This design comes from an exercise in tuning for small area, a short achievable clock period and few clock cycles per item on the open sky130 flow, not from production work. Power and IR drop assume default switching activity.

==> flow/design.v (excerpt) <==
module Neuron (
 input clk,
 input GlobalReset,             
 input Input_Valid,             
 input [11:0] Bias,             
 output Idle,
 input [335:0] Row_Wgt,         
 input [27:0] Row_Pix,          
 output Row_Ready,              
 output [18:0] NeuronOutput,
 output OutputReady);
reg busy;
reg take_r;
reg [5:0] cyc;       
reg o_OutputReady;
wire start = Input_Valid & ~busy;
wire take = start | take_r;
assign Idle = ~busy;
assign Row_Ready = take;
assign OutputReady = o_OutputReady;
reg [1:0] vld_r;    
always @(posedge clk or negedge GlobalReset) begin
  if (!GlobalReset) begin
    busy <= 1'b0;
    take_r <= 1'b0;
    cyc <= 6'd0;
    o_OutputReady <= 1'b0;
    vld_r <= 0;
  end else begin
    vld_r <= {vld_r[0:0], take};
    if (start) begin
      busy <= 1'b1;
      take_r <= 1'b1;
      cyc <= 6'd1;
      o_OutputReady <= 1'b0;
    end else if (busy) begin
      cyc <= cyc + 6'd1;
      if (cyc == 6'd27)
        take_r <= 1'b0;
      if (cyc == 6'd30) begin
        busy <= 1'b0;
        o_OutputReady <= 1'b1;
      end
    end
  end
end
wire [11:0] pp [0:27];
genvar g;
generate
for (g = 0; g < 28; g = g + 1) begin : PP
  assign pp[g] = ~(Row_Wgt[12*g +: 12] & {12{Row_Pix[g]}});
end
endgenerate
wire s0l0_fs0;
wire s0l0_fc0;
wire s0l0_fs1;
wire s0l0_fc1;
wire s0l0_fs2;
wire s0l0_fc2;
wire s0l0_fs3;
wire s0l0_fc3;
wire s0l0_fs4;
wire s0l0_fc4;
wire s0l0_fs5;
wire s0l0_fc5;
wire s0l0_fs6;
wire s0l0_fc6;
wire s0l0_fs7;
wire s0l0_fc7;
wire s0l0_fs8;
  ...
clock: 4.0 ns
lec_check: 0
cap_margin: 20
core_margin: 2
core_utilization: 40
cts_buf_list: sky130_fd_sc_hd__clkbuf_8
cts_cluster_diameter: 60
cts_cluster_size: 16
place_density: 0.6
setup_slack_margin: 1.6
slew_margin: 20
synth_hierarchical: 1
synth_minimum_keep_size: 0
standard.sh (not shown) runs the stock make flow with config.mk's settings and CLKGATE_MAP_FILE= SYNTH_SCRIPT=/design/flow/synth_recipe.tcl, a recipe that flattens the netlist after the stock synthesis.
==> flow/flow/run.sh <==
#!/bin/bash
# The standard layout (the standard.sh: standard synthesis, then ORFS to
# finish), with the ports buffered by sky130_fd_sc_hd__buf_1 cells instead of
# the delay buffers buffer_ports picks by default. Make's output goes to
# flow.log; each ORFS step keeps its own log under orfs/logs/.
set -euo pipefail
bash standard.sh "BUFFER_PORTS_ARGS=-buffer_cell sky130_fd_sc_hd__buf_1" finish > flow.log 2>&1
The first run completed without violations.
Next try:
--- a/flow/config.mk
+++ b/flow/config.mk
@@ -10,7 +10,4 @@
 export CORE_UTILIZATION = 40
-export CTS_BUF_LIST = sky130_fd_sc_hd__clkbuf_8
-export CTS_CLUSTER_DIAMETER = 60
-export CTS_CLUSTER_SIZE = 16
 export PLACE_DENSITY = 0.6
-export SETUP_SLACK_MARGIN = 1.6
+export SETUP_SLACK_MARGIN = 1.3
 export SLEW_MARGIN = 20
=> Count of clock-buffer cells in the layout increases by 11; design area went down by about 0.6%; routed wire length is lower by 0.93%; combinational power decreases by about 2%; hold slack improved by 4.1 ps; final cell count climbs by about 0.5%; synthesized cell count is unchanged; synthesized area stays the same; global-route usage came out higher by 0.25 points; die area is unchanged.
Next try:
--- a/flow/config.mk
+++ b/flow/config.mk
@@ -10,4 +10,6 @@
 export CORE_UTILIZATION = 40
+export CTS_CLUSTER_DIAMETER = 100
+export CTS_CLUSTER_SIZE = 30
 export PLACE_DENSITY = 0.6
-export SETUP_SLACK_MARGIN = 1.3
+export SETUP_SLACK_MARGIN = 1.6
 export SLEW_MARGIN = 20
After rerunning: Sequential share of layout area drops by 0.96 points. Global-route usage drops by 0.11 points. Critical path depth stays the same. Via count went up by 1.2%. Cell area rose by 3.8%. Clock skew drops by 3.1 ps. Clock-buffer cell count shrinks by 18. Combinational power went up by 3.0%. Worst hold slack improved by 34 ps. Utilization increases by 1.8 points.
No run of this note included a check of the RTL's function; only the layout flow was run.

-- separate check: timing with driven ports --
In the flow no input, the clock included, has a driving cell. The finished layouts below were timed again as built, in two steps.
Step 1, drivers: a clkbuf_16 drives clk and a buf_2 each remaining input, both assumed.
Step 2 moves the port delays by t, midway between the first and last clock arrival at a register: inputs arrive t later, outputs are due t later. That takes back most of the time a late clock gives input paths.
a / b / c = ideal ports / drivers / drivers and shift; a / b = the first two.
run	t (ns)	slack for setup (ns)	clock arrival spread, ns	worst slew at a driven data input, ns	cell pins on the clock port's net
the first run	0.555	1.570 / 1.592 / 1.036	0.021 / 0.021	0.09	1
the second run	0.550	1.369 / 1.388 / 0.837	0.023 / 0.023	0.12	1
the third run	0.510	1.574 / 1.596 / 1.086	0.022 / 0.021	0.09	1
After both steps every run listed still meets setup and hold. The setup slack of the first run, which loses most, moves by +0.022 ns with the drivers and by -0.534 ns with both steps.
